Background: an optimization exercise with open tools, aiming at small area. Do not read the settings as production practice. Function was checked by simulation only, so behaviour that the tests miss may differ from the original. Power figures rest on the tool's default switching activity, not on a simulated workload.

==> flow/design.v <==
`timescale 1ns/10ps
module ISE(
 input               clk
,input               reset
,input       [4:0]   image_in_index
,input       [23:0]  pixel_in
,output              busy
,output              out_valid
,output      [1:0]   color_index
,output reg  [4:0]   image_out_index
);
function carry18;
    input [17:0] a;
    input [17:0] b;
    input        cin;
    integer      i;
    reg          c;
    begin
        c = cin;
        for (i = 0; i < 18; i = i + 1)
            c = (a[i] & b[i]) | (a[i] & c) | (b[i] & c);
        carry18 = c;
    end
endfunction
reg     [13:0]  pc;          
reg             bcyc;        
reg             fin;         
assign busy = bcyc | fin;
wire            pc_last  = &pc;
wire            pc_zero5 = ~|pc[4:0];
wire            pc_zero  = ~|pc[13:5] & pc_zero5;
wire            ge544    = (|pc[13:10]) | (pc[9] & (|pc[8:5]));   
wire            ge576    = (|pc[13:10]) | (pc[9] & (|pc[8:6]));   
wire            visit    = ~ge544 & (&pc[4:0]);                   
wire            serial   = ~ge544 & (|pc[13:5]) & ~pc[4] & ~(&pc[3:0]);  
wire            bit14    = pc[3:0] == 4'd14;
wire            sorting  = fin & ge544;                           
wire            after1   = fin & ge576;
wire            freeze   = fin & pc[10] & pc[9] & pc[5] & pc[0];
always @(posedge clk or posedge reset)
begin
    if (reset) begin
        pc   <= 14'd0;
        bcyc <= 1'b0;
        fin  <= 1'b0;
    end else begin
        bcyc <= pc_last;
        fin  <= fin | (pc_last & (&image_in_index));
        if (pc_last | bcyc)
            pc <= 14'd0;
        else if (!freeze)
            pc <= pc + 14'd1;
    end
end
wire    [7:0]   r_data = pixel_in[23:16];
wire    [7:0]   g_data = pixel_in[15: 8];
wire    [7:0]   b_data = pixel_in[ 7: 0];
wire            r_en   = (r_data >= g_data) && (r_data >= b_data);
wire            g_en   = !r_en && (g_data >= b_data);
wire            b_en   = !r_en && !g_en;
wire            cnt_en = !busy && !pc_last;
reg     [13:0]  r_cnt, g_cnt;
reg     [21:0]  r_sum, g_sum, b_sum;
always @(posedge clk)
begin
    r_cnt <= (pc_zero ? 14'd0 : r_cnt) + {13'd0, cnt_en & r_en};
    g_cnt <= (pc_zero ? 14'd0 : g_cnt) + {13'd0, cnt_en & g_en};
    r_sum <= (pc_zero ? 22'd0 : r_sum) + {14'd0, (cnt_en & r_en) ? r_data : 8'd0};
    g_sum <= (pc_zero ? 22'd0 : g_sum) + {14'd0, (cnt_en & g_en) ? g_data : 8'd0};
    b_sum <= (pc_zero ? 22'd0 : b_sum) + {14'd0, (cnt_en & b_en) ? b_data : 8'd0};
end
wire    [13:0]  b_cnt = ~(r_cnt + g_cnt);
wire            r_gt_g = carry18({4'hf, r_cnt}, {4'h0, ~g_cnt}, 1'b0);
wire            g_gt_r = carry18({4'hf, g_cnt}, {4'h0, ~r_cnt}, 1'b0);
wire            r_gt_b = r_cnt[13] | carry18({4'hf, r_cnt[12:0], 1'b0}, {4'h0, g_cnt}, 1'b0);
wire            g_gt_b = g_cnt[13] | carry18({4'hf, g_cnt[12:0], 1'b0}, {4'h0, r_cnt}, 1'b0);
wire            dom_r = r_gt_g && r_gt_b;
wire            dom_g = g_gt_r && g_gt_b;
wire    [1:0]   dom   = dom_r ? 2'd0 : dom_g ? 2'd1 : 2'd2;
wire    [13:0]  n_sel = dom_r ? r_cnt : dom_g ? g_cnt : b_cnt;
wire    [21:0]  s_sel = dom_r ? r_sum : dom_g ? g_sum : b_sum;
reg     [575:0] ring;
wire    [17:0]  tail = ring[575:558];
wire    [4:0]   tidx = pc[4:0];          
reg     [28:0]  xr;
wire    [14:0]  d_r = xr[14:0];
wire    [13:0]  d_n = xr[28:15];
wire    [17:0]  best     = xr[17:0];
wire    [4:0]   best_idx = xr[22:18];
reg             d_q;         
reg             d_s;         
reg             d_c;         
wire            s_m  = (~bit14 & d_n[0]) ^ d_q;
wire            s_ci = (pc[3:0] == 4'd0) ? d_q : d_c;
wire            s_o  = d_s ^ s_m ^ s_ci;
wire            s_co = (d_s & s_m) | (d_s & s_ci) | (s_m & s_ci);
wire            sent = after1 && (tidx == image_out_index);
wire    [17:0]  head = bcyc  ? {dom, s_sel[7:0], 8'd0} :
                       visit ? {tail[17:16], tail[14:0], d_q} :
                       sent  ? {2'd3, tail[15:0]} :
                               tail;
always @(posedge clk)
    ring <= {ring[557:0], head};
wire            take     = (tidx == 5'd0) || carry18(best, ~head, 1'b1);    
wire    [4:0]   bidx_nxt = take ? tidx : best_idx;
always @(posedge clk)
begin
    if (bcyc) begin
        xr  <= {n_sel, 1'b0, s_sel[21:8]};
        d_q <= 1'b1;
    end else if (serial) begin
        xr[14:0] <= {s_o, d_r[14:1]};
        if (!bit14)
            xr[28:15] <= {d_n[0], d_n[13:1]};
        else
            d_q <= ~s_o;
    end else if (sorting && take)
        xr[22:0] <= {tidx, head};
    if (visit)
        d_s <= tail[15];
    else if (serial)
        d_s <= d_r[0];
    if (serial)
        d_c <= s_co;
end
wire            pass_end = sorting & (&pc[4:0]);
assign out_valid   = after1 & pc_zero5;
assign color_index = best[17:16];
always @(posedge clk)
    if (pass_end)
        image_out_index <= bidx_nxt;
endmodule
==> flow/flow/run.sh <==
#!/bin/bash
# The standard layout (standard.sh), with three changes:
#  - synthesis: the standard flow's script, but ABC maps with flow/area.abc (area oriented) and no
#    adder cells are forced in (ADDER_MAP_FILE empty); registers are unchanged,
#  - port buffers of the smallest buffer cell,
#  - clock tree synthesis without dummy loads.
# Each tool's output goes to ORFS's own logs; make's output to standard_flow.log.
set -euo pipefail
W=$PWD
{ head -n 1 synth_recipe.tcl; cat flow/abc_override.tcl; tail -n +2 synth_recipe.tcl; } > area_synth.tcl
export AREA_ABC_SCRIPT=$W/flow/area.abc
export BUFFER_PORTS_ARGS="-buffer_cell sky130_fd_sc_hd__buf_1"
export CTS_ARGS="-sink_clustering_enable -repair_clock_nets -buf_list sky130_fd_sc_hd__clkbuf_8 -sink_clustering_size 16 -sink_clustering_max_diameter 60 -dont_use_dummy_load"
bash standard.sh SYNTH_SCRIPT=$W/area_synth.tcl ADDER_MAP_FILE= finish > standard_flow.log 2>&1
==> flow/flow/abc_override.tcl <==
# Map with an area-oriented ABC script instead of the one ORFS's synthesis names;
# everything else in the synthesis is the standard one.
proc abc {args} {
  set i [lsearch -exact $args -script]
  if { $i >= 0 } {
    set args [lreplace $args [expr {$i+1}] [expr {$i+1}] $::env(AREA_ABC_SCRIPT)]
  }
  yosys abc {*}$args
}
==> flow/flow/area.abc <==
strash
ifraig
scorr
dc2
strash
dch -f
amap -F 4
strash
dc2
dch -f
amap -F 4
strash
dc2
dch -f
amap -F 4
topo
==> flow/standard.sh <==
#!/bin/bash
# synth_recipe.tcl (not shown) runs the flow's synth.tcl, then flattens the netlist and writes it again
# the make line also repeats each setting of config.mk as NAME=value (left out here)
make -C /OpenROAD-flow-scripts/flow DESIGN_CONFIG=/design/flow/config.mk WORK_HOME=/design/flow/orfs CLKGATE_MAP_FILE= SYNTH_SCRIPT=/design/flow/synth_recipe.tcl "${@:-finish}"
==> flow/config.mk <==
export PLATFORM = sky130hd
export DESIGN_NAME = ISE
export DESIGN_NICKNAME = ISE
export VERILOG_FILES = /design/flow/design.v
export SDC_FILE = /design/flow/constraint.sdc
export NUM_CORES = 4
export LEC_CHECK = 0
export CAP_MARGIN = 20
export CORE_MARGIN = 2
export CORE_UTILIZATION = 70
export CTS_BUF_LIST = sky130_fd_sc_hd__clkbuf_8
export CTS_CLUSTER_DIAMETER = 60
export CTS_CLUSTER_SIZE = 16
export PLACE_DENSITY = 0.8
export SLEW_MARGIN = 20
==> flow/constraint.sdc <==
create_clock -name core_clock -period 85.0 [get_ports {clk}]
set_input_delay 17.0000 -clock core_clock [delete_from_list [all_inputs] [get_ports {clk}]]
set_output_delay 17.0000 -clock core_clock [all_outputs]
set_load 0.01 [all_outputs]
==> results of run 1 <==
## per-stage QoR
step / hold slack [ns] / power [uW] / worst slack (ns) / instances
6_report: 0.312 / 490 / 62.50 / 2156
4_1_cts: 0.310 / 494 / 62.63 / 2156
3_3_place_gp: 0.310 / 351 / 62.35 / 2105
5_1_grt: 0.318 / 507 / 61.82 / 2156
3_5_place_dp: 0.312 / 351 / 62.06 / 2105
2_1_floorplan: 0.310 / 350 / 62.97 / 1678
## power groups by stage
stage | logic, uW | registers, uW | clock network [uW]
CTS | 2.42 | 341 | 151
floorplan | 1.34 | 349 | 0
detailed placement | 2.41 | 349 | 0
global route | 2.80 | 341 | 163
finish | 2.47 | 341 | 147
global placement | 2.31 | 349 | 0
## sequential cells by signal, indices dropped and copies added, names as in the netlist
| signal | flops |
|---|---|
| b_sum | 22 |
| fin | 1 |
| d_s | 1 |
| g_sum | 22 |
| r_cnt | 14 |
| r_sum | 22 |
| g_cnt | 14 |
| xr | 29 |
| bcyc | 1 |
| d_c | 1 |
| d_q | 1 |
| pc | 14 |
| ring | 576 |
| image_out_index | 5 |
## area by class of cell
| type | count | area (um2) |
|---|---|---|
| Clock buffer | 51 | 702 |
| Fill cell | 1809 | 6600 |
| Tap cell | 378 | 473 |
| Timing Repair Buffer | 51 | 236 |
| Inverter | 146 | 548 |
| Sequential cell | 723 | 14900 |
| Multi-Input combinational cell | 807 | 4320 |
## logic make-up (layout without fill, tap and decap cells)
| family | count (synthesis) | count (layout) |
|---|---|---|
| AOI/OAI and AO/OA | 394 | 394 |
| and+or+nand+nor | 413 | 413 |
| buffers and inverters | 148 | 248 |
| DFF | 723 | 723 |
## worst max-delay path: cells and delay by family
| family | cells | cell delay (ns) |
|---|---|---|
| AND/OR/NAND/NOR | 21 | 3.47 |
| AO/OA/AOI/OAI | 14 | 1.93 |
| buffers and inverters | 4 | 0.62 |
## layer usage
layer | vias up | routed length, um | share of wire | track usage
met5 | - | 0 | 0 | 0
met4 | 0 | 1200 | 0.034 | 0.0965
met2 | 462 | 15500 | 0.44 | 0.379
met1 | 5583 | 15600 | 0.45 | 0.329
li1 | 5959 | - | - | -
met3 | 101 | 2600 | 0.075 | 0.0522
## how the worst min path moves through the flow
stage | startpoint | endpoint
after global routing | ring[445] | ring[463]
after global placement | ring[354] | ring[372]
after detailed placement | ring[116] | ring[134]
after CTS | ring[140] | ring[158]
after floorplan | ring[82] | ring[100]
final | ring[194] | ring[212]
## Yosys cell counts, types with 2 or more instances
| cell type | number |
|---|---|
| dfxtp_1 | 672 |
| nor2_1 | 219 |
| clkinv_1 | 146 |
| nand2_1 | 127 |
| a21oi_1 | 101 |
| o21ai_0 | 64 |
| o221ai_1 | 62 |
| o22ai_1 | 54 |
| edfxtp_1 | 35 |
| o21a_1 | 32 |
| a222oi_1 | 16 |
| dfrtp_1 | 16 |
| nor3_1 | 15 |
| nor2b_1 | 11 |
| nand3_1 | 10 |
| a211oi_1 | 9 |
| a21o_1 | 9 |
| and3_1 | 9 |
| or2_0 | 9 |
| o211ai_1 | 8 |
| a22oi_1 | 7 |
| a31oi_1 | 6 |
| o21bai_1 | 4 |
| o22a_1 | 4 |
| a221o_1 | 3 |
| nand4_1 | 3 |
| nor4_1 | 3 |
| o221a_1 | 3 |
| a21boi_0 | 2 |
| a221oi_1 | 2 |
| and2_0 | 2 |
| buf_4 | 2 |
| o32a_1 | 2 |
==> reports/metrics.csv, run 1 <==
metric;value;unit
status;complete, no violations;
drt pass-1 iters;8;
Overflow after GRT;0;
commonest non-fill, non-tap cell in the layout;dfxtp_1;
Logic pwr share;0.005;
port buffer count;39;
adder-cell area share of the yosys netlist;0;
layout cells sized above 1;0.0360;
largest net degree at the start of global routing;53;
Final HPWL DP;23500;um
sw frac;0.193;
Via-to-Cell Ratio;5.61;
# resized after CTS;0;
EDFF count, synth;35;
Reg2Reg Capture Point;xr[13];
layout net count;1811;
Syn Inst Count;1678;
syn_area_per_cell;11.8;um2
Post-synth ARST share;0.0221;
clock latency (worst-skew pair);0.59;ns
routability cong.;0.941;
Initial DRC Count;1012;
Syn Nets;1709;
slew margin rel.;0.371;
Power Dens Cells;23.1;nW/um2
cts hold-fix bufs;0;
max frequency;0.0444;GHz
Setup TNS;0;ns
diode count;0;
Post-DRT Antenna Nets;0;
Tcrit/Tclk final;0.265;
Min Clock Period, post-route;22.50;ns
Routed WL;34900;um
VDD IR max;0.0000192;V
Post-Synth XOR/XNOR Area;0;
Hold Vio Cnt, Final;0;
Synth-to-Final Area Change;7.07;%
mapped cell area;19800;um2
share of the synthesized area in the top cell type;0.680;
MaxCap Viol Count;0;
global-route wire length before repair;56500;um
Die Wd;172;um
clock share of power;0.300;
WHS Path Cells;0;
total track usage;0.241;
sequential fraction of the synthesis area;0.753;
die height;172;um
Psw;94.6;uW
crit end category;register;
worst reg-to-reg setup slack;77.04;ns
Post-CTS Repair Setup Buffers;0;
Slew Viols, Final;0;
largest area contributor in the netlist;dfxtp_1;
IO Pins;40;
Area after DPL;20500;um2
# setup viols final;0;
Crit Path Class;input pin to register;
CP max stage cell;nor2_1;
root buffer cell;clkbuf_8;
row cnt;61;
flops & latches, synth;723;
Yosys cell types;44;
clock buffer depth;3;
vias in the first global route;11797;
Final Core Density;0.763;
crit path max fanout;8;
initial antenna violation count;0;
Static Leakage;0.00792;uW
CP startpoint;pixel_in[9];
Crit path arrival time;23.02;ns
Design Area, Final;21200;um2
DIE AREA;29600;um2
Startpoint Class;input pin;
Clock transition at path regs;0.09;ns
post-synthesis compound-gate area fraction;0.133;
CP Capture Point;g_sum[21];
max incr delay on CP;0.38;ns
largest family of logic cells by synthesized area;compound AO/OA/AOI/OAI gates;
Num CTS Buffers;51;
Worst-Margin Slew;0.933;ns
fraction of synthesized area in multiplexers;0;
Sink Count;723;
CTS tree;yes;
worst r2r src;g_cnt[2];
Worst Hold Class;register to register;
synth top area cells;dfxtp_1 (68%), edfxtp_1 (5.3%), nor2_1 (4.2%), clkinv_1 (2.8%), o221ai_1 (2.7%);
Post-Route Skew;0.0357;ns
Starting Density;0.712;
area of the core;27800;um2
wire per inst;16.2;um
top_reg_cell synth;dfxtp_1;
vias;12105;
most frequent cells in the layout;dfxtp_1 (672), nor2_1 (218), clkinv_1 (146);
Simple-Gate Fraction of Synth Area;0.0856;
Data required, critical path;85.52;ns
RSZ-0062 raised after global routing;no;
Residual DRC;0;
H-tree depth;2;
CP dominant cell by count;nor2_1;
Reg power frac;0.695;
Synth warnings;1;
P_int;396;uW
Register-to-Register Path Depth;47;
==> inputs of run 2 (changes only) <==
==> flow/config.mk (replaced) <==
export PLATFORM = sky130hd
export DESIGN_NAME = ISE
export DESIGN_NICKNAME = ISE
export VERILOG_FILES = /design/flow/design.v
export SDC_FILE = /design/flow/constraint.sdc
export NUM_CORES = 4
export LEC_CHECK = 0
export CAP_MARGIN = 20
export CORE_MARGIN = 2
export CORE_UTILIZATION = 75
export PLACE_DENSITY = 0.85
export SLEW_MARGIN = 20
==> reports/metrics.csv, run 2 <==
metric;value;unit
most frequent cells in the layout;dfxtp_1 (672), nor2_1 (218), clkinv_1 (146);
Residual DRC;0;
Slew Viols, Final;0;
CP max stage cell;nor2_1;
placed insts;2061;
global-route wire length before repair;59300;um
vias;12319;
initial antenna violation count;0;
H-tree depth;2;
sequential fraction of the synthesis area;0.753;
CTS tree;yes;
clock buffer depth;3;
root buffer cell;clkbuf_8;
Non-Filler Instances;2112;
Die Wd;166;um
crit path max fanout;8;
Post-DRT Antenna Nets;0;
worst reg-to-reg setup slack;76.41;ns
Initial DRC Count;1194;
Worst-Margin Slew;0.983;ns
largest net degree at the start of global routing;45;
syn_area_per_cell;11.8;um2
share of the synthesized area in the top cell type;0.680;
Overflow after GRT;0;
Min Clock Period, post-route;22.62;ns
area of the core;26000;um2
Power Dens Cells;23.2;nW/um2
Post-CTS Repair Setup Buffers;0;
max frequency;0.0442;GHz
worst r2r src;g_cnt[2];
final hold slack;0.288;ns
Post-Route Skew;0.0541;ns
RSZ-0062 raised after global routing;no;
Data required, critical path;85.47;ns
VDD IR max;0.0000237;V
cts hold-fix bufs;0;
Yosys cell types;44;
Largest regs;ring: 576 flops, xr: 29 flops;
Num CTS Buffers;51;
Syn Nets;1709;
Tcrit/Tclk final;0.266;
top_reg_cell synth;dfxtp_1;
layout net count;1810;
Crit Path Class;input pin to register;
slew margin rel.;0.338;
clock latency (worst-skew pair);0.60;ns
max incr delay on CP;0.43;ns
vias in the first global route;11943;
CP dominant cell by count;nor2_1;
diode count;0;
total track usage;0.265;
Synth-to-Final Area Change;6.76;%
Startpoint Class;input pin;
Via-to-Cell Ratio;5.83;
Synth warnings;1;
count leader, synth;dfxtp_1;
Design Area, Final;21100;um2
commonest non-fill, non-tap cell in the layout;dfxtp_1;
Starting Density;0.762;
Static Leakage;0.00792;uW
Post-synth ARST share;0.0221;
port buffer count;39;
Area after DPL;20400;um2
mapped cell area;19800;um2
wire per inst;17.6;um
fill count;1456;
Clock transition at path regs;0.10;ns
DIE AREA;27700;um2
status;complete, no violations;
EDFF count, synth;35;
number of flip-flops under the largest register name;576;
Hold Vio Cnt, Final;0;
routability cong.;0.935;
MaxCap Viol Count;0;
flops & latches, synth;723;
Worst Hold Class;register to register;
Crit path arrival time;23.09;ns
most instantiated cells after synthesis;dfxtp_1 (672), nor2_1 (219), clkinv_1 (146);
synth top area cells;dfxtp_1 (68%), edfxtp_1 (5.3%), nor2_1 (4.2%), clkinv_1 (2.8%), o221ai_1 (2.7%);
IO Pins;40;
row cnt;59;
CP startpoint;pixel_in[9];
Routed WL;37100;um
Sink Count;723;
# resized after CTS;0;
# setup viols final;0;
largest area contributor in the netlist;dfxtp_1;
drt pass-1 iters;7;
die height;166;um
crit end category;register;
layout cells sized above 1;0.0355;
Syn Inst Count;1678;
Setup TNS;0;ns
hold_sp;ring[87];
Biggest register;ring;
Final Core Density;0.813;
Final HPWL DP;24800;um
==> run 2: cell counts after synthesis <==
No cell type changed its count.
==> run 2: worst paths after layout <==
| path | to | depth (start not counted) |
|---|---|---|
| setup / recovery | g_sum[21] | 38 |
| hold / removal | ring[105] | 0 |
| setup reg to reg | xr[13] | 47 |
| hold reg to reg | ring[105] | 0 |
| max in group asynchronous | pc[7] | 2 |
| min in group asynchronous | pc[2] | 2 |
==> run 2: logic make-up after synthesis <==
group / after synthesis / synth area share
AOI/OAI and AO/OA: 394 / 0.133
buffers and inverters: 148 / 0.0285
DFF: 723 / 0.753
and+or+nand+nor: 413 / 0.0856
==> run 2: power breakdown <==
part / switching (uW) / internal [uW]
Sequential: 0 / 341
Combinational: 1.53 / 0.978
Clock: 93.8 / 53.8
==> run 2: stage by stage <==
step | power [uW] | setup WS (ns)
2_1_floorplan | 350 | 62.97
3_3_place_gp | 351 | 62.27
3_5_place_dp | 351 | 61.92
4_1_cts | 494 | 62.50
5_1_grt | 506 | 61.63
6_report | 491 | 62.38
==> run 2: critical path: cells and delay by family <==
family | cells | cell delay, ns
and+or+nand+nor | 21 | 3.53
AOI/OAI and AO/OA | 13 | 1.90
buffers and inverters | 4 | 0.65
==> run 2: routing by layer <==
layer  routed length [um]  track usage  vias to the layer above  share of wire
met3                 3020       0.0523                      112          0.081
met2                17400        0.438                      540           0.47
li1                     -            -                     5946              -
met1                15500        0.356                     5721           0.42
met4                 1170       0.0915                        0          0.032
met5                    0            0                        -              0
==> run 2: final cells by class <==
type / instances / area, um2 / share of cell area
Sequential cell: 723 / 14900 / 0.706
Inverter: 146 / 548 / 0.0259
Tap cell: 335 / 419 / 0.0198
Multi-Input combinational cell: 807 / 4320 / 0.205
Clock buffer: 51 / 702 / 0.0332
Timing Repair Buffer: 50 / 229 / 0.0108
==> inputs of run 3 (changes only) <==
--- a/flow/flow/run.sh
+++ b/flow/flow/run.sh
@@ -10,5 +10,5 @@
 { head -n 1 synth_recipe.tcl; cat flow/abc_override.tcl; tail -n +2 synth_recipe.tcl; } > area_synth.tcl
 export AREA_ABC_SCRIPT=$W/flow/area.abc
 export BUFFER_PORTS_ARGS="-buffer_cell sky130_fd_sc_hd__buf_1"
-export CTS_ARGS="-sink_clustering_enable -repair_clock_nets -buf_list sky130_fd_sc_hd__clkbuf_8 -sink_clustering_size 16 -sink_clustering_max_diameter 60 -dont_use_dummy_load"
+export CTS_ARGS="-sink_clustering_enable -repair_clock_nets -buf_list sky130_fd_sc_hd__clkbuf_4 -sink_clustering_size 9 -sink_clustering_max_diameter 40 -dont_use_dummy_load"
 bash standard.sh SYNTH_SCRIPT=$W/area_synth.tcl ADDER_MAP_FILE= finish > standard_flow.log 2>&1
==> reports/metrics.csv, run 3 <==
metric;value;unit
layout net count;1850;
Starting Density;0.762;
CP max stage cell;nor2_1;
VDD IR max;0.0000198;V
row cnt;59;
number of flip-flops under the largest register name;576;
Slew Viols, Final;0;
Tcrit/Tclk final;0.266;
most instantiated cells after synthesis;dfxtp_1 (672), nor2_1 (219), clkinv_1 (146);
slew margin rel.;0.339;
Static Leakage;0.00797;uW
Die Wd;166;um
Post-CTS Repair Setup Buffers;0;
CP dominant cell by count;nor2_1;
crit path max fanout;8;
Sink Count;723;
Syn Inst Count;1678;
Via-to-Cell Ratio;5.82;
worst slack at placement;61.92;ns
Routed WL;36800;um
Crit Path Class;input pin to register;
die height;166;um
initial antenna violation count;2;
mapped cell area;19800;um2
Overflow after GRT;0;
CTS tree;yes;
sequential fraction of the synthesis area;0.753;
Post-DRT Antenna Nets;0;
CP delay by family, top;simple AND/OR/NAND/NOR gates;
final hold slack;0.297;ns
wire per inst;17.1;um
Residual DRC;0;
global-route wire length before repair;59300;um
max frequency;0.0442;GHz
total track usage;0.266;
layout cells sized above 1;0.0567;
Clock transition at path regs;0.09;ns
Biggest register;ring;
Post-Route Skew;0.0789;ns
IO Pins;40;
crit end category;register;
final worst slack;62.39;ns
Worst Hold Class;register to register;
top_reg_cell synth;dfxtp_1;
most frequent cells in the layout;dfxtp_1 (672), nor2_1 (218), clkinv_1 (146);
buffers plus inverters on the worst setup path;4;
RSZ-0062 raised after global routing;no;
drt pass-1 iters;10;
status;complete, no violations;
cts hold-fix bufs;0;
Post-synth ARST share;0.0221;
Num CTS Buffers;91;
max incr delay on CP;0.42;ns
Hold Vio Cnt, Final;0;
MaxCap Viol Count;0;
clock latency (worst-skew pair);0.73;ns
Worst-Margin Slew;0.981;ns
port buffer count;39;
Startpoint Class;input pin;
DIE AREA;27700;um2
Largest regs;ring: 576 flops, xr: 29 flops;
Synth-to-Final Area Change;6.68;%
largest area contributor in the netlist;dfxtp_1;
Initial DRC Count;1161;
Setup TNS;0;ns
Min Clock Period, post-route;22.61;ns
# resized after CTS;0;
Design Area, Final;21100;um2
Final HPWL DP;24800;um
Synth warnings;1;
routability cong.;0.935;
synth top area cells;dfxtp_1 (68%), edfxtp_1 (5.3%), nor2_1 (4.2%), clkinv_1 (2.8%), o221ai_1 (2.7%);
Crit path arrival time;23.23;ns
largest net degree at the start of global routing;45;
root buffer cell;clkbuf_4;
Yosys cell types;44;
Syn Nets;1709;
Power Dens Cells;23.1;nW/um2
area of the core;26000;um2
EDFF count, synth;35;
H-tree depth;3;
Area after DPL;20400;um2
# setup viols final;0;
flops & latches, synth;723;
share of the synthesized area in the top cell type;0.680;
vias in the first global route;12330;
count leader, synth;dfxtp_1;
commonest non-fill, non-tap cell in the layout;dfxtp_1;
clock buffer depth;3;
vias;12540;
syn_area_per_cell;11.8;um2
Data required, critical path;85.62;ns
[run 3: metal layers]
| layer | part of all wire | vias to the layer above | track usage |
|---|---|---|---|
| li1 | - | 6047 | - |
| met2 | 0.46 | 586 | 0.431 |
| met5 | 0.00035 | - | 0 |
| met4 | 0.041 | 2 | 0.130 |
| met1 | 0.42 | 5768 | 0.343 |
| met3 | 0.080 | 137 | 0.0613 |
[run 3: path summary, 6_finish.rpt]
path | depth (start not counted) | end | start | slack, ns
max | 38 | g_sum[21] | pixel_in[1] | 62.39
min | 0 | ring[92] | ring[74] | 0.30
max reg2reg | 47 | xr[7] | g_cnt[1] | 76.48
min reg2reg | 0 | ring[92] | ring[74] | 0.30
max in group asynchronous | 2 | pc[6] | reset | 68.40
min in group asynchronous | 2 | pc[2] | reset | 16.29
[run 3: cells by family after synthesis]
kind of cell / after synthesis / share of synthesized area
buffers and inverters: 148 / 0.0285
AO/OA/AOI/OAI: 394 / 0.133
flip-flops: 723 / 0.753
AND/OR/NAND/NOR: 413 / 0.0856
[run 3: area by class of cell]
| cell class | instances | area (um2) |
|---|---|---|
| Sequential cell | 723 | 14900 |
| Fill cell | 1493 | 4880 |
| Multi-Input combinational cell | 807 | 4320 |
| Clock buffer | 91 | 683 |
| Inverter | 146 | 548 |
| Tap cell | 335 | 419 |
| Timing Repair Buffer | 50 | 229 |
| Antenna cell | 1 | 2.50 |
[run 3: power breakdown]
| part | internal (uW) | leakage, uW | total (uW) | switching [uW] |
|---|---|---|---|---|
| Combinational | 0.978 | 0.00160 | 2.52 | 1.54 |
| Clock | 49.3 | 0.000419 | 144 | 94.6 |
| Sequential | 341 | 0.00595 | 341 | 0 |
| Total | 391 | 0.00797 | 487 | 96.2 |
[run 3: through the flow]
step | utilization | cells | total power [uW]
after CTS | 0.812 | 2152 | 492
after global placement | 0.786 | 2061 | 351
after detailed placement | 0.786 | 2061 | 351
after floorplan | - | 1678 | 350
after global routing | 0.812 | 2153 | 504
final | 0.812 | 2153 | 487
==> inputs of run 4 (changes only) <==
--- a/flow/config.mk
+++ b/flow/config.mk
@@ -7,6 +7,9 @@
 export LEC_CHECK = 0
 export CAP_MARGIN = 20
 export CORE_MARGIN = 2
-export CORE_UTILIZATION = 75
-export PLACE_DENSITY = 0.85
+export CORE_UTILIZATION = 70
+export CTS_BUF_LIST = sky130_fd_sc_hd__clkbuf_8
+export CTS_CLUSTER_DIAMETER = 60
+export CTS_CLUSTER_SIZE = 16
+export PLACE_DENSITY = 0.8
 export SLEW_MARGIN = 20
==> reports/metrics.csv, run 4 <==
metric;value;unit
fill count;1857;
Tcrit/Tclk final;0.263;
sequential fraction of the synthesis area;0.753;
cts hold-fix bufs;0;
Synth-to-Final Area Change;7.06;%
Power Dens Cells;23.0;nW/um2
CP dominant cell by count;nor2_1;
mapped cell area;19800;um2
port buffer count;39;
clock buffer depth;3;
Routed WL;34900;um
Residual DRC;0;
initial antenna violation count;1;
Setup TNS;0;ns
most frequent cells in the layout;dfxtp_1 (672), nor2_1 (218), clkinv_1 (146);
final worst slack;62.61;ns
status;complete, no violations;
Initial DRC Count;992;
Static Leakage;0.00798;uW
Yosys cell types;44;
flops & latches, synth;723;
# resized after CTS;0;
RSZ-0062 raised after global routing;no;
Clock transition at path regs;0.09;ns
drt pass-1 iters;6;
Via-to-Cell Ratio;5.57;
area of the core;27800;um2
Reg power frac;0.698;
number of flip-flops under the largest register name;576;
wire per inst;15.9;um
Starting Density;0.712;
worst slack at placement;62.06;ns
area of the multi-input gates;4320;um2
VDD IR max;0.0000151;V
crit end category;register;
routability cong.;0.941;
layout cells sized above 1;0.0582;
top_reg_cell synth;dfxtp_1;
# setup viols final;0;
Post-DRT Antenna Nets;0;
Post-synth ARST share;0.0221;
root buffer cell;clkbuf_4;
Post-Route Skew;0.119;ns
Data required, critical path;85.54;ns
Final Core Density;0.763;
Largest regs;ring: 576 flops, xr: 29 flops;
count leader, synth;dfxtp_1;
IO Pins;40;
final hold slack;0.263;ns
global-route wire length before repair;56700;um
largest area contributor in the netlist;dfxtp_1;
Synth warnings;1;
clock latency (worst-skew pair);0.73;ns
crit path max fanout;8;
syn_area_per_cell;11.8;um2
Hold Vio Cnt, Final;0;
Startpoint Class;input pin;
Min Clock Period, post-route;22.39;ns
max incr delay on CP;0.38;ns
layout net count;1853;
largest net degree at the start of global routing;53;
Slew Viols, Final;0;
Biggest register;ring;
Worst-Margin Slew;0.943;ns
sw frac;0.197;
Overflow after GRT;0;
most instantiated cells after synthesis;dfxtp_1 (672), nor2_1 (219), clkinv_1 (146);
CTS tree;yes;
Crit path arrival time;22.93;ns
EDFF count, synth;35;
Crit Path Class;input pin to register;
Logic pwr share;0.005;
Die Wd;172;um
Worst Hold Class;register to register;
P_int;392;uW
sequential standard cell area;14900;um2
vias in the first global route;12077;
total track usage;0.243;
die height;172;um
slew margin rel.;0.371;
row cnt;61;
max frequency;0.0447;GHz
synth top area cells;dfxtp_1 (68%), edfxtp_1 (5.3%), nor2_1 (4.2%), clkinv_1 (2.8%), o221ai_1 (2.7%);
DIE AREA;29600;um2
H-tree depth;3;
Syn Nets;1709;
Psw;96.2;uW
clock share of power;0.297;
CP max stage cell;nor2_1;
Syn Inst Count;1678;
share of the synthesized area in the top cell type;0.680;
vias;12251;
Post-CTS Repair Setup Buffers;0;
Sink Count;723;
Num CTS Buffers;93;
MaxCap Viol Count;0;
commonest non-fill, non-tap cell in the layout;dfxtp_1;
Final HPWL DP;23500;um
-- run 4: cell counts after synthesis --
Identical to the previous run, type by type.
-- run 4: critical path: cells and delay by family --
kind,cells,cell delay [ns]
buffers and inverters,4,0.59
AND/OR/NAND/NOR,21,3.47
AO/OA/AOI/OAI,13,1.88
-- run 4: kinds of logic after synthesis --
kind of cell	count (synthesis)	synth area share
compound gates	394	0.133
buf+inv	148	0.0285
flops	723	0.753
simple gates	413	0.0856
-- run 4: power groups by stage --
stage	clock, uW	combinational (uW)	sequential (uW)
after CTS	150	2.42	341
after floorplan	0	1.34	349
after detailed placement	0	2.41	349
after global placement	0	2.31	349
after global routing	163	2.80	341
final	145	2.46	341
-- run 4: layout make-up --
cell class,count,area share
diodes,1,0.000118
clock buffers,93,0.0330
repair buffers,51,0.0112
flip-flops and latches,723,0.704
inverters,146,0.0259
well taps,378,0.0223
multi-input cells,807,0.204
-- run 4: metal layers --
metal	up-vias	GRT usage	part of all wire
li1	6059	-	-
met1	5667	0.326	0.45
met2	426	0.375	0.44
met3	99	0.0531	0.065
met4	0	0.126	0.039
met5	-	0	0
-- run 4: path summary, 6_finish.rpt --
path / depth (start not counted) / slack, ns / from / end
max in group asynchronous: 2 / 68.41 / reset / pc[5]
hold reg to reg: 0 / 0.26 / ring[245] / ring[263]
setup reg to reg: 47 / 77.00 / g_cnt[2] / xr[8]
min in group asynchronous: 2 / 16.28 / reset / pc[2]
setup / recovery: 38 / 62.61 / pixel_in[9] / g_sum[21]
hold / removal: 0 / 0.26 / ring[245] / ring[263]
-- run 4: metrics by stage --
step,total power [uW],cell area [um2],instances
final,488,21200,2199
after global routing,507,21200,2199
after CTS,494,21200,2198
after detailed placement,351,20500,2105
after global placement,351,20500,2105
after floorplan,350,19800,1678
==> inputs of run 5 (changes only) <==
==> flow/run.sh (new file) <==
#!/bin/bash
# synth_recipe.tcl (not shown) runs the flow's synth.tcl, then flattens the netlist and writes it again
# the make line also repeats each setting of config.mk as NAME=value (left out here)
make -C /OpenROAD-flow-scripts/flow DESIGN_CONFIG=/design/flow/config.mk WORK_HOME=/design/flow/orfs CLKGATE_MAP_FILE= SYNTH_SCRIPT=/design/flow/synth_recipe.tcl finish
removed: flow/flow/run.sh
removed: flow/flow/abc_override.tcl
removed: flow/flow/area.abc
removed: flow/standard.sh
==> reports/metrics.csv, run 5 <==
metric;value;unit
Tcrit/Tclk final;0.256;
root buffer cell;clkbuf_8;
clock buffer depth;3;
Min Clock Period, post-route;21.80;ns
crit end category;register;
CTS tree;yes;
share of the synthesized area in the top cell type;0.600;
mapped cell area;22400;um2
Static Leakage;0.0100;uW
Syn Inst Count;1915;
wire per inst;18.5;um
Largest regs;ring: 576 flops, xr: 29 flops;
Crit path arrival time;22.38;ns
largest family of logic cells by synthesized area;simple AND/OR/NAND/NOR gates;
vias;13267;
fill count;2004;
layout net count;2085;
Power Dens Cells;25.6;nW/um2
Residual DRC;0;
Setup TNS;0;ns
Yosys cell types;78;
Syn Nets;2048;
Clock transition at path regs;0.10;ns
routability cong.;0.875;
Synth-to-Final Area Change;7.18;%
Startpoint Class;input pin;
Overflow after GRT;0;
hold_sp;ring[94];
number of flip-flops under the largest register name;576;
Power, Total;614;uW
Synth warnings;1;
Final Core Density;0.762;
commonest non-fill, non-tap cell in the layout;dfxtp_1;
fraction of synthesized area in multiplexers;0.0165;
placed insts;2299;
sequential standard cell area;14900;um2
diode count;0;
Crit Path Class;input pin to register;
post-synthesis compound-gate area fraction;0.0921;
H-tree depth;2;
initial antenna violation count;0;
Biggest register;ring;
Worst-Margin Slew;0.959;ns
flops & latches, synth;723;
Post-Route Skew;0.0593;ns
Worst Hold Class;register to register;
Post-Synth XOR/XNOR Area;0.0387;
CP dominant cell by count;a21oi_1;
die height;183;um
Starting Density;0.711;
EDFF count, synth;35;
drt pass-1 iters;7;
Final HPWL DP;29400;um
WHS Path Cells;0;
MaxCap Viol Count;0;
row cnt;65;
Post-DRT Antenna Nets;0;
Initial DRC Count;969;
Hold EP;ring[112];
IO Pins;40;
most frequent cells in the layout;dfxtp_1 (672), nor2_1 (138), inv_1 (118);
Slew Viols, Final;0;
max frequency;0.0459;GHz
# resized after CTS;0;
Sink Count;723;
Design Area, Final;24000;um2
DIE AREA;33500;um2
Post-synth ARST share;0.0221;
clock latency (worst-skew pair);0.66;ns
layout cells sized above 1;0.0503;
largest net degree at the start of global routing;59;
sequential fraction of the synthesis area;0.665;
syn_area_per_cell;11.7;um2
Reg2Reg Capture Point;xr[8];
Data required, critical path;85.58;ns
Die Wd;183;um
Area after DPL;23100;um2
RSZ-0062 raised after global routing;no;
CP max stage cell;clkdlybuf4s50_1;
largest area contributor in the netlist;dfxtp_1;
worst r2r src;g_cnt[3];
Hold Vio Cnt, Final;0;
Non-Filler Instances;2372;
cts hold-fix bufs;0;
# setup viols final;0;
synth top area cells;dfxtp_1 (60%), ha_1 (5.4%), edfxtp_1 (4.7%), xnor2_1 (2.7%), nor2_1 (2.3%);
area of the core;31600;um2
port buffer count;39;
Num CTS Buffers;53;
vias in the first global route;13189;
max incr delay on CP;0.47;ns
worst reg-to-reg setup slack;78.71;ns
total track usage;0.268;
Via-to-Cell Ratio;5.59;
slew margin rel.;0.361;
area of the multi-input gates;6820;um2
most instantiated cells after synthesis;dfxtp_1 (672), nor2_1 (138), inv_1 (109);
VDD IR max;0.0000194;V
Simple-Gate Fraction of Synth Area;0.0948;
Register-to-Register Path Depth;16;
global-route wire length before repair;70600;um
count leader, synth;dfxtp_1;
adder-cell area share of the yosys netlist;0.0613;
top_reg_cell synth;dfxtp_1;
Routed WL;44000;um
crit path max fanout;10;
status;complete, no violations;
Post-CTS Repair Setup Buffers;0;
-- run 5: how the worst max path moves through the flow --
| stage | from | endpoint | slack [ns] | depth (start not counted) |
|---|---|---|---|---|
| after floorplan | pixel_in[16] | r_sum[20] | 63.65 | 28 |
| after global placement | pixel_in[16] | g_sum[20] | 62.78 | 28 |
| after detailed placement | pixel_in[16] | g_sum[20] | 62.57 | 30 |
| after CTS | pixel_in[16] | g_sum[20] | 63.24 | 30 |
| after global routing | pixel_in[16] | g_sum[20] | 62.57 | 30 |
| final | pixel_in[16] | g_sum[20] | 63.20 | 30 |
-- run 5: critical path, delay by kind of cell --
kind	cells	cell delay, ns
simple gates	11	1.75
fa+ha+maj	3	0.84
compound gates	12	2.12
buf+inv	4	0.66
-- run 5: area by class of cell --
| class | count | area share |
|---|---|---|
| Inverter | 111 | 0.0173 |
| Tap cell | 402 | 0.0209 |
| Multi-Input combinational cell | 1011 | 0.284 |
| Sequential cell | 723 | 0.620 |
| Clock inverter | 17 | 0.00552 |
| Timing Repair Buffer | 52 | 0.0203 |
| Clock buffer | 56 | 0.0321 |
-- run 5: kinds of logic after synthesis --
family                   count (synthesis)
AO/OA/AOI/OAI                          324
multiplexers                            36
flip-flops                             723
AND/OR/NAND/NOR                        444
buffers and inverters                  181
XOR/XNOR                                99
adder cells (fa/ha/maj)                108
-- run 5: stage by stage --
stage / hold WS, ns / setup slack, ns
6_report: 0.299 / 63.20
5_1_grt: 0.327 / 62.57
4_1_cts: 0.317 / 63.24
3_5_place_dp: 0.312 / 62.57
3_3_place_gp: 0.310 / 62.78
2_1_floorplan: 0.310 / 63.65
-- run 5: layer usage --
layer	global-route usage	vias up	routed length [um]
met2	0.427	435	20000
met3	0.0391	91	2440
met5	0	-	0
met1	0.377	6247	20000
met4	0.0954	0	1510
li1	-	6494	-
-- run 5: power breakdown --
part           switching, uW  internal, uW
Sequential              16.0           354
Combinational           41.8          35.3
Clock                    104          64.2
Total                    161           453

re-timing with driven ports:
Ports are ideal in the flow. The routed layouts listed here were re-timed in OpenROAD. Step 1 (the two cells are an assumption about what drives the block):
set clk [get_ports {clk}]
set_driving_cell -lib_cell sky130_fd_sc_hd__clkbuf_16 $clk
set_driving_cell -lib_cell sky130_fd_sc_hd__buf_2 [delete_from_list [all_inputs] $clk]
Step 2, shift: input delay + t, output delay - t, t = (earliest + latest rising clock arrival at the registers) / 2. This alone moves slack from input paths to output paths. a / b / c = no drivers / after step 1 / after step 2; a / b = the first two.
| run | shift t [ns] | setup slack, ns | hold slack, ns | latest minus earliest clock arrival (ns) | worst slew at a driven data input, ns |
|---|---|---|---|---|---|
| run 1 | 0.623 | 62.495 / 62.520 / 61.897 | 0.312 / 0.312 / 0.312 | 0.042 / 0.042 | 0.04 |
| run 2 | 0.625 | 62.376 / 62.402 / 61.777 | 0.288 / 0.288 / 0.288 | 0.055 / 0.055 | 0.03 |
| run 3 | 0.730 | 62.392 / 62.411 / 61.681 | 0.297 / 0.297 / 0.297 | 0.082 / 0.082 | 0.03 |
| run 4 | 0.721 | 62.609 / 62.636 / 61.915 | 0.263 / 0.263 / 0.263 | 0.118 / 0.119 | 0.04 |
| run 5 | 0.673 | 63.202 / 63.226 / 62.553 | 0.299 / 0.299 / 0.299 | 0.062 / 0.062 | 0.05 |
After both steps setup and hold are still met in every run listed. For run 3, which loses most, drivers alone change the setup slack by +0.019 ns; drivers and shift together by -0.711 ns.
